What follows belongs to an exercise in optimizing a design on an open flow for small area and a short achievable clock period; a production flow would make more cautious choices. Function was not checked in any run shown here: the RTL went through the layout flow alone. Power and IR drop assume default switching activity.

==> flow/design.v (outline; a module is shown in full before it is edited, if it fits) <==
// module MultiTop: 20 lines
// module FA: 4 lines
// module HA: 4 lines
// module Multi: 766 lines
module MultiTop(
    input             clk,
    input      [31:0] a,
    input      [31:0] b,
    output reg [31:0] prod
);
  // ...
==> flow/run.sh <==
#!/bin/bash
# synth_recipe.tcl (not shown) runs the flow's synth.tcl, then flattens the netlist and writes it again
# the make line also repeats each setting of config.mk as NAME=value (left out here)
make -C /OpenROAD-flow-scripts/flow DESIGN_CONFIG=/design/flow/config.mk WORK_HOME=/design/flow/orfs CLKGATE_MAP_FILE= SYNTH_SCRIPT=/design/flow/synth_recipe.tcl finish
==> flow/config.mk <==
export PLATFORM = sky130hd
export DESIGN_NAME = MultiTop
export DESIGN_NICKNAME = MultiTop
export VERILOG_FILES = /design/flow/design.v
export SDC_FILE = /design/flow/constraint.sdc
export NUM_CORES = 4
export LEC_CHECK = 0
export CAP_MARGIN = 20
export CORE_MARGIN = 2
export CORE_UTILIZATION = 40
export SLEW_MARGIN = 20
==> flow/constraint.sdc <==
create_clock -name core_clock -period 17.0 [get_ports {clk}]
set_input_delay 3.4000 -clock core_clock [delete_from_list [all_inputs] [get_ports {clk}]]
set_output_delay 3.4000 -clock core_clock [all_outputs]
set_load 0.01 [all_outputs]
==> impl_results.md, run 1 <==
- Met2 Use GR: between 30 and 40%
- Synth async-reset ratio: 0%
- Final Max Tran Viols: 0
- Outcome: complete, no violations
- Tmin final: about 16 ns
- Vias/cell: roughly 6.7
- Delay-heaviest family, CP: adder cells
- Nets: roughly 1900
- Routed WL per cell: roughly 25 um
- Synth top area share: a little under a third
- Hold Path Stages: 2
- Overall power: 3.94 mW
- # IOs: 97
- Seq pwr: 373 uW
- Multi-input combinational area share: roughly three quarters
- Largest Pwr Group: combinational cells
- Logic gate share of total power: 85.2%
- Worst min-delay path category: reg2reg
- GPL Wtd Cong: 0.914
- Mapped Avg Cell Area: 9.06 sq um
- Commonest cells after routing, fill and taps aside: 258 x nand2_1, 225 x fa_1, 206 x a221o_1, 204 x o221ai_1, 96 x clkdlybuf4s50_1
- Post_cts resized: 0
- Post-Synth Simple-Gate Area: a little under an eighth
- R2R Path Start: b_q[3]$_DFF_P_
- Largest cell class: multi-input gates
- Antenna violations before repair: 0
- Slowest cell on crit path: dfxtp_2
- Top achievable clock speed: between 60 and 70 MHz
==> run 2: changes to the inputs <==
--- a/flow/design.v
+++ b/flow/design.v
@@ -682,67 +682,109 @@
     wire p27 = w379;
     wire g28 = 1'b0;
     wire p28 = w407;
     wire g29 = 1'b0;
     wire p29 = w435;
     wire g30 = 1'b0;
     wire p30 = w465;
     wire G9_8 = g9 | (p9 & g8);
+    wire G12_11 = g12 | (p12 & g11);
+    wire P12_11 = p12 & p11;
     wire G11_10 = g11 | (p11 & g10);
     wire P11_10 = p11 & p10;
-    wire G13_12 = g13 | (p13 & g12);
-    wire P13_12 = p13 & p12;
+    wire G12_10 = G12_11 | (P12_11 & g10);
+    wire P12_10 = P12_11 & p10;
+    wire G10_8 = g10 | (p10 & G9_8);
+    wire G11_8 = G11_10 | (P11_10 & G9_8);
+    wire G12_8 = G12_10 | (P12_10 & G9_8);
     wire G15_14 = g15 | (p15 & g14);
     wire P15_14 = p15 & p14;
+    wire G14_13 = g14 | (p14 & g13);
+    wire P14_13 = p14 & p13;
+    wire G15_13 = G15_14 | (P15_14 & g13);
+    wire P15_13 = P15_14 & p13;
+    wire G18_17 = g18 | (p18 & g17);
+    wire P18_17 = p18 & p17;
     wire G17_16 = g17 | (p17 & g16);
     wire P17_16 = p17 & p16;
-    wire G19_18 = g19 | (p19 & g18);
-    wire P19_18 = p19 & p18;
+    wire G18_16 = G18_17 | (P18_17 & g16);
+    wire P18_16 = P18_17 & p16;
+    wire G16_13 = g16 | (p16 & G15_13);
+    wire P16_13 = p16 & P15_13;
+    wire G17_13 = G17_16 | (P17_16 & G15_13);
+    wire P17_13 = P17_16 & P15_13;
+    wire G18_13 = G18_16 | (P18_16 & G15_13);
+    wire P18_13 = P18_16 & P15_13;
+    wire G13_8 = g13 | (p13 & G12_8);
+    wire G14_8 = G14_13 | (P14_13 & G12_8);
+    wire G15_8 = G15_13 | (P15_13 & G12_8);
+    wire G16_8 = G16_13 | (P16_13 & G12_8);
+    wire G17_8 = G17_13 | (P17_13 & G12_8);
+    wire G18_8 = G18_13 | (P18_13 & G12_8);
     wire G21_20 = g21 | (p21 & g20);
     wire P21_20 = p21 & p20;
+    wire G20_19 = g20 | (p20 & g19);
+    wire P20_19 = p20 & p19;
+    wire G21_19 = G21_20 | (P21_20 & g19);
+    wire P21_19 = P21_20 & p19;
+    wire G24_23 = g24 | (p24 & g23);
+    wire P24_23 = p24 & p23;
     wire G23_22 = g23 | (p23 & g22);
     wire P23_22 = p23 & p22;
-    wire G25_24 = g25 | (p25 & g24);
-    wire P25_24 = p25 & p24;
+    wire G24_22 = G24_23 | (P24_23 & g22);
+    wire P24_22 = P24_23 & p22;
+    wire G22_19 = g22 | (p22 & G21_19);
+    wire P22_19 = p22 & P21_19;
+    wire G23_19 = G23_22 | (P23_22 & G21_19);
+    wire P23_19 = P23_22 & P21_19;
+    wire G24_19 = G24_22 | (P24_22 & G21_19);
+    wire P24_19 = P24_22 & P21_19;
     wire G27_26 = g27 | (p27 & g26);
     wire P27_26 = p27 & p26;
+    wire G26_25 = g26 | (p26 & g25);
+    wire P26_25 = p26 & p25;
+    wire G27_25 = G27_26 | (P27_26 & g25);
+    wire P27_25 = P27_26 & p25;
+    wire G30_29 = g30 | (p30 & g29);
+    wire P30_29 = p30 & p29;
     wire G29_28 = g29 | (p29 & g28);
     wire P29_28 = p29 & p28;
-    wire G11_8 = G11_10 | (P11_10 & G9_8);
-    wire G15_12 = G15_14 | (P15_14 & G13_12);
-    wire P15_12 = P15_14 & P13_12;
-    wire G19_16 = G19_18 | (P19_18 & G17_16);
-    wire P19_16 = P19_18 & P17_16;
-    wire G23_20 = G23_22 | (P23_22 & G21_20);
-    wire P23_20 = P23_22 & P21_20;
-    wire G27_24 = G27_26 | (P27_26 & G25_24);
-    wire P27_24 = P27_26 & P25_24;
-    wire G15_8 = G15_12 | (P15_12 & G11_8);
-    wire G23_16 = G23_20 | (P23_20 & G19_16);
-    wire P23_16 = P23_20 & P19_16;
-    wire G23_8 = G23_16 | (P23_16 & G15_8);
-    wire G19_8 = G19_16 | (P19_16 & G15_8);
-    wire G27_8 = G27_24 | (P27_24 & G23_8);
-    wire G13_8 = G13_12 | (P13_12 & G11_8);
-    wire G17_8 = G17_16 | (P17_16 & G15_8);
-    wire G21_8 = G21_20 | (P21_20 & G19_8);
-    wire G25_8 = G25_24 | (P25_24 & G23_8);
-    wire G29_8 = G29_28 | (P29_28 & G27_8);
-    wire G10_8 = g10 | (p10 & G9_8);
-    wire G12_8 = g12 | (p12 & G11_8);
-    wire G14_8 = g14 | (p14 & G13_8);
-    wire G16_8 = g16 | (p16 & G15_8);
-    wire G18_8 = g18 | (p18 & G17_8);
-    wire G20_8 = g20 | (p20 & G19_8);
-    wire G22_8 = g22 | (p22 & G21_8);
-    wire G24_8 = g24 | (p24 & G23_8);
-    wire G26_8 = g26 | (p26 & G25_8);
-    wire G28_8 = g28 | (p28 & G27_8);
-    wire G30_8 = g30 | (p30 & G29_8);
+    wire G30_28 = G30_29 | (P30_29 & g28);
+    wire P30_28 = P30_29 & p28;
+    wire G28_25 = g28 | (p28 & G27_25);
+    wire P28_25 = p28 & P27_25;
+    wire G29_25 = G29_28 | (P29_28 & G27_25);
+    wire P29_25 = P29_28 & P27_25;
+    wire G30_25 = G30_28 | (P30_28 & G27_25);
+    wire P30_25 = P30_28 & P27_25;
+    wire G25_19 = g25 | (p25 & G24_19);
+    wire P25_19 = p25 & P24_19;
+    wire G26_19 = G26_25 | (P26_25 & G24_19);
+    wire P26_19 = P26_25 & P24_19;
+    wire G27_19 = G27_25 | (P27_25 & G24_19);
+    wire P27_19 = P27_25 & P24_19;
+    wire G28_19 = G28_25 | (P28_25 & G24_19);
+    wire P28_19 = P28_25 & P24_19;
+    wire G29_19 = G29_25 | (P29_25 & G24_19);
+    wire P29_19 = P29_25 & P24_19;
+    wire G30_19 = G30_25 | (P30_25 & G24_19);
+    wire P30_19 = P30_25 & P24_19;
+    wire G19_8 = g19 | (p19 & G18_8);
+    wire G20_8 = G20_19 | (P20_19 & G18_8);
+    wire G21_8 = G21_19 | (P21_19 & G18_8);
+    wire G22_8 = G22_19 | (P22_19 & G18_8);
+    wire G23_8 = G23_19 | (P23_19 & G18_8);
+    wire G24_8 = G24_19 | (P24_19 & G18_8);
+    wire G25_8 = G25_19 | (P25_19 & G18_8);
+    wire G26_8 = G26_19 | (P26_19 & G18_8);
+    wire G27_8 = G27_19 | (P27_19 & G18_8);
+    wire G28_8 = G28_19 | (P28_19 & G18_8);
+    wire G29_8 = G29_19 | (P29_19 & G18_8);
+    wire G30_8 = G30_19 | (P30_19 & G18_8);
     assign prod[8] = p8;
     assign prod[9] = p9 ^ g8;
     assign prod[10] = p10 ^ G9_8;
     assign prod[11] = p11 ^ G10_8;
     assign prod[12] = p12 ^ G11_8;
     assign prod[13] = p13 ^ G12_8;
     assign prod[14] = p14 ^ G13_8;
     assign prod[15] = p15 ^ G14_8;
==> run 2 against run 1 <==
Setup slack worse by 0.0070 ns. Register-to-register slack hardly changed. Count of clock-buffer cells in the layout is 1 lower. Global-route usage is 0.67 points higher. Still clean.
==> impl_results.md, run 2 <==
- Detailed Routing Iterations Pass 1: 7 (was 8)
- Gate Count Post-Synth: 1653 (unchanged)
- Die width: 197 um (about the same)
- Crit Path Max Fanout: 62 (unchanged)
- Drt drc: 0 (unchanged)
- Routed WL per cell: 24.9 um (was 24.6 um)
- CP Capture Type: register (unchanged)
- WS Path Type: reg2reg (unchanged)
- Die area: 39000 sq um (about the same)
- Iter 0 DRT Violations: 1805 (was 1850)
- Placed cells: 1996 (unchanged)
- Biggest regs: a_q x32, b_q x32, prod x32 (unchanged)
- Mapped Avg Cell Area: 9.05 sq um (was 9.06 sq um)
- Final wirelength: 50000 um (was 49500 um)
- Tmin final: 15.52 ns (about the same)
- Clk sinks: 96 (unchanged)
- RR Endpoint: prod[31]$_DFF_P_ (unchanged)
- Final Hold Fails: 0 (unchanged)
- CTS root buf: clkbuf_16 (unchanged)
- Largest net degree at the start of global routing: 63 (unchanged)
- Synth top area share: 30.1% (about the same)
- Number of flops mapped to enable cells by yosys: 0 (unchanged)
- Synth Warn #: 1 (unchanged)
- Initial Util: 40.8% (about the same)
- GPL Wtd Cong: 0.922 (was 0.914)
- Global-route wire length before repair: 77500 um (was 75400 um)
- Postcts setup bufs: 0 (unchanged)
- Clock-pin slew on the worst setup and hold paths: 0.08 ns (was 0.07 ns)
- Worst path arrival time: 15.80 ns (was 15.79 ns)
- Final Max Tran Viols: 0 (unchanged)
- Vias/cell: 6.74 (was 6.71)
- Worst setup path startpoint: b_q[3]$_DFF_P_ (unchanged)
- Cell Pwr Density: 265 nW/um^2 (was 244 nW/um^2)
- Final Non-Filler Cells: 2012 (unchanged)
- Most common cell on crit path: fa_1 (unchanged)
- Outcome: complete, no violations (unchanged)
- Final WS setup: 1.48 ns (about the same)
- Setup crit end: prod[31]$_DFF_P_ (unchanged)
- R2R Path Start: b_q[3]$_DFF_P_ (unchanged)
- Most common cell after layout, fill and taps aside: nand2_1 (unchanged)
- Largest area contributor in the netlist: fa_1 (unchanged)
- Commonest cells after routing, fill and taps aside: 264 x nand2_1, 225 x fa_1, 208 x a221o_1, 206 x o221ai_1, 96 x clkdlybuf4s50_1 (was 258 x nand2_1, 225 x fa_1, 206 x a221o_1, 204 x o221ai_1, 96 x clkdlybuf4s50_1)
- Hold slack: 1.02 ns (was 1.03 ns)
- Netlist Area Pre-Place: 15000 sq um (about the same)
- Top achievable clock speed: 64.4 MHz (was 64.5 MHz)
- Post-synth top cells: 264 x nand2_1, 240 x clkbuf_1, 225 x fa_1 (was 258 x nand2_1, 229 x clkbuf_1, 225 x fa_1)
- Total gr overflow: 0 (unchanged)
- Worst min-delay path category: reg2reg (unchanged)
- Clk_skew: 0.0130 ns (was 0.0115 ns)
- Num rows: 70 (unchanged)
- Post-synth top flop: dfxtp_1 (unchanged)
- Area Overhead vs Synth: 8.04% (was 7.91%)
- Register area share after synthesis: 12.8% (about the same)
- Synth async-reset ratio: 0% (unchanged)
- # diodes: 0 (unchanged)
- Antenna violations before repair: 0 (unchanged)
- Routed via count: 13600 (was 13500)
- CP max stage delay: 0.98 ns (about the same)
- Static leakage: 6.00 nW (was 6.07 nW)
- Maxcap violations: 0 (unchanged)
- CP required: 17.28 ns (was 17.27 ns)
- Post-synth cell types: 43 (was 42)
- Unrepaired setup endpoints after global routing: false (unchanged)
- Slowest cell on crit path: dfxtp_2 (unchanged)
- Number of CTS-inserted buffers: 9 (unchanged)
- Internal reg-to-reg setup slack: 1.48 ns (about the same)
- Top cells by area, synth: fa_1 30%, a221o_1 14%, dfxtp_1 13%, o221ai_1 12%, nand2_1 6.6% (was fa_1 30%, a221o_1 14%, dfxtp_1 13%, o221ai_1 12%, nand2_1 6.5%)
- Synthesis-stage register bit count: 96 (unchanged)
- Top-count cell post-synth: nand2_1 (unchanged)
- Clock Path Buffers: 2 (unchanged)
- PortBufs: 96 (unchanged)
- HPWL after DPL: 36300 um (was 35700 um)
- Setup-failing EPs final: 0 (unchanged)
- Final total negative setup slack: 0 ns (unchanged)
- Cts hold-fix bufs: 0 (unchanged)
- CTS tree: yes (unchanged)
- Worst VDD drop: 0.464 mV (was 0.420 mV)
- Post_cts resized: 0 (unchanged)
- Fillers: 3519 (was 3502)
- Net Count, Synth: 1971 (was 1979)
- Final worst-path cycle share: 91.3% (about the same)
- Die Ht: 197 um (about the same)
- Nets: 1857 (was 1865)
- Place WS: 1.56 ns (was 1.54 ns)
- Max-slew headroom: 28.3% (was 31.1%)
- Crit path launch type: register (unchanged)
- Post-route ant nets: 0 (unchanged)
- Number of global-route vias before repair: 12700 (was 12200)
- R2R depth: 37 (was 39)
- Clk Latency, worst-skew pair: 0.39 ns (was 0.40 ns)
- # IOs: 97 (unchanged)
- Ratio of cells with drive above 1 in the final layout: 5.25% (was 5.57%)
- All-Layer GR Usage: 26.2% (was 25.5%)
- Slew @ Worst Pin: 1.07 ns (was 1.03 ns)
- Core ar.: 36700 sq um (unchanged)
- H-tree levels: 3 (unchanged)
- Overall power: 4.28 mW (was 3.94 mW)
[run 2: cell types whose count changed in the layout (fill, tap and decap cells not counted), moves of 4 or more]
cell | previous run | this run
or2_2 | 10 | 1
nand2_1 | 258 | 264
nor3_1 | 1 | 6
or4_1 | 0 | 5
xor2_1 | 4 | 10
inv_1 | 39 | 30
or2_1 | 3 | 12
inv_6 | 0 | 4
xnor2_1 | 36 | 31
ha_1 | 36 | 28
[run 2: layer usage]
layer	up-vias	global-route usage, %	part of all wire, %
li1	5958	-	-
met1	6875	36.7	42
met2	665	41.5	47
met3	70	3.23	7.7
met4	0	9.52	3.4
met5	-	0	0
[run 2: how the worst min path moves through the flow]
stage | to | startpoint | slack (ns) | cells after the start
3_3_place_gp | prod[0]$_DFF_P_ | b_q[1]$_DFF_P_ | 1.0 | 2
5_1_grt | prod[0]$_DFF_P_ | b_q[1]$_DFF_P_ | 1.08 | 2
2_1_floorplan | prod[0]$_DFF_P_ | b_q[1]$_DFF_P_ | 0.56 | 1
3_5_place_dp | prod[0]$_DFF_P_ | b_q[1]$_DFF_P_ | 1.02 | 2
4_1_cts | prod[0]$_DFF_P_ | b_q[1]$_DFF_P_ | 1.04 | 2
6_report | prod[0]$_DFF_P_ | b_q[1]$_DFF_P_ | 1.02 | 3
[run 2: metrics by stage]
stage / cell area (sq um) / utilization [%]
5_1_grt: 16200 / 44.0
6_report: 16200 / 44.0
3_3_place_gp: 15900 / 43.2
4_1_cts: 16200 / 44.0
3_5_place_dp: 15900 / 43.2
2_1_floorplan: 15000 / -
[run 2: kinds of logic (layout without fill, tap and decap cells)]
group / Yosys count / in the layout / synth area share (%)
buf+inv: 300 / 191 / 7.53
flops: 96 / 96 / 12.8
fa+ha+maj: 253 / 253 / 32.5
mux: 32 / 32 / 2.14
compound gates: 520 / 520 / 30.1
xor+xnor: 44 / 44 / 2.85
simple gates: 408 / 408 / 12.1
[run 2: final cells by class]
cell class	instances	area (sq um)	share of cell area, %
tap	468	586	3.62
timing repair buffer	141	1300	8.04
clock buffer	9	225	1.39
inverter	34	128	0.790
multi-input combinational	1257	11900	73.7
clock inverter	7	75.1	0.465
sequential	96	1940	12.0
[run 2: worst max-delay path: cells and delay by family, from the launching register on]
family	cells	cell delay, ns
adder cells (fa/ha/maj)	28	11.89
XOR/XNOR	6	1.35
flip-flops	1	0.98
AND/OR/NAND/NOR	2	0.94
AO/OA/AOI/OAI	1	0.25
[run 2: power breakdown]
part           leakage (nW)  internal (mW)  switching [mW]
clock                 0.143          0.104           0.107
combinational          5.04           1.78            1.91
sequential            0.810          0.336          0.0369
total                  6.00           2.22            2.06

==> afterwards: timing with drivers on the ports <==
The flow's constraints put no driver on any port. The routed layouts listed below were extracted and timed again, unchanged, in two steps.
Step 1 assumes that a clkbuf_16 drives the clock port and a buf_2 every other input.
Step 2 also shifts input and output timing later by t, the mid clock arrival at the registers, as if the neighbouring blocks saw the same clock.
a / b / c = ideal ports / drivers / drivers and shift; a / b = the first two.
run | t (ns) | slack for setup (ns) | worst setup path at the end | worst data-port slew with drivers (ns) | cell pins on the clock port's net
run 1 | 0.447 | 1.485 / 1.485 / 1.485 | register to register | 0.04 | 1
run 2 | 0.436 | 1.478 / 1.478 / 1.478 | register to register | 0.04 | 1
After both steps setup and hold are still met in every run listed.
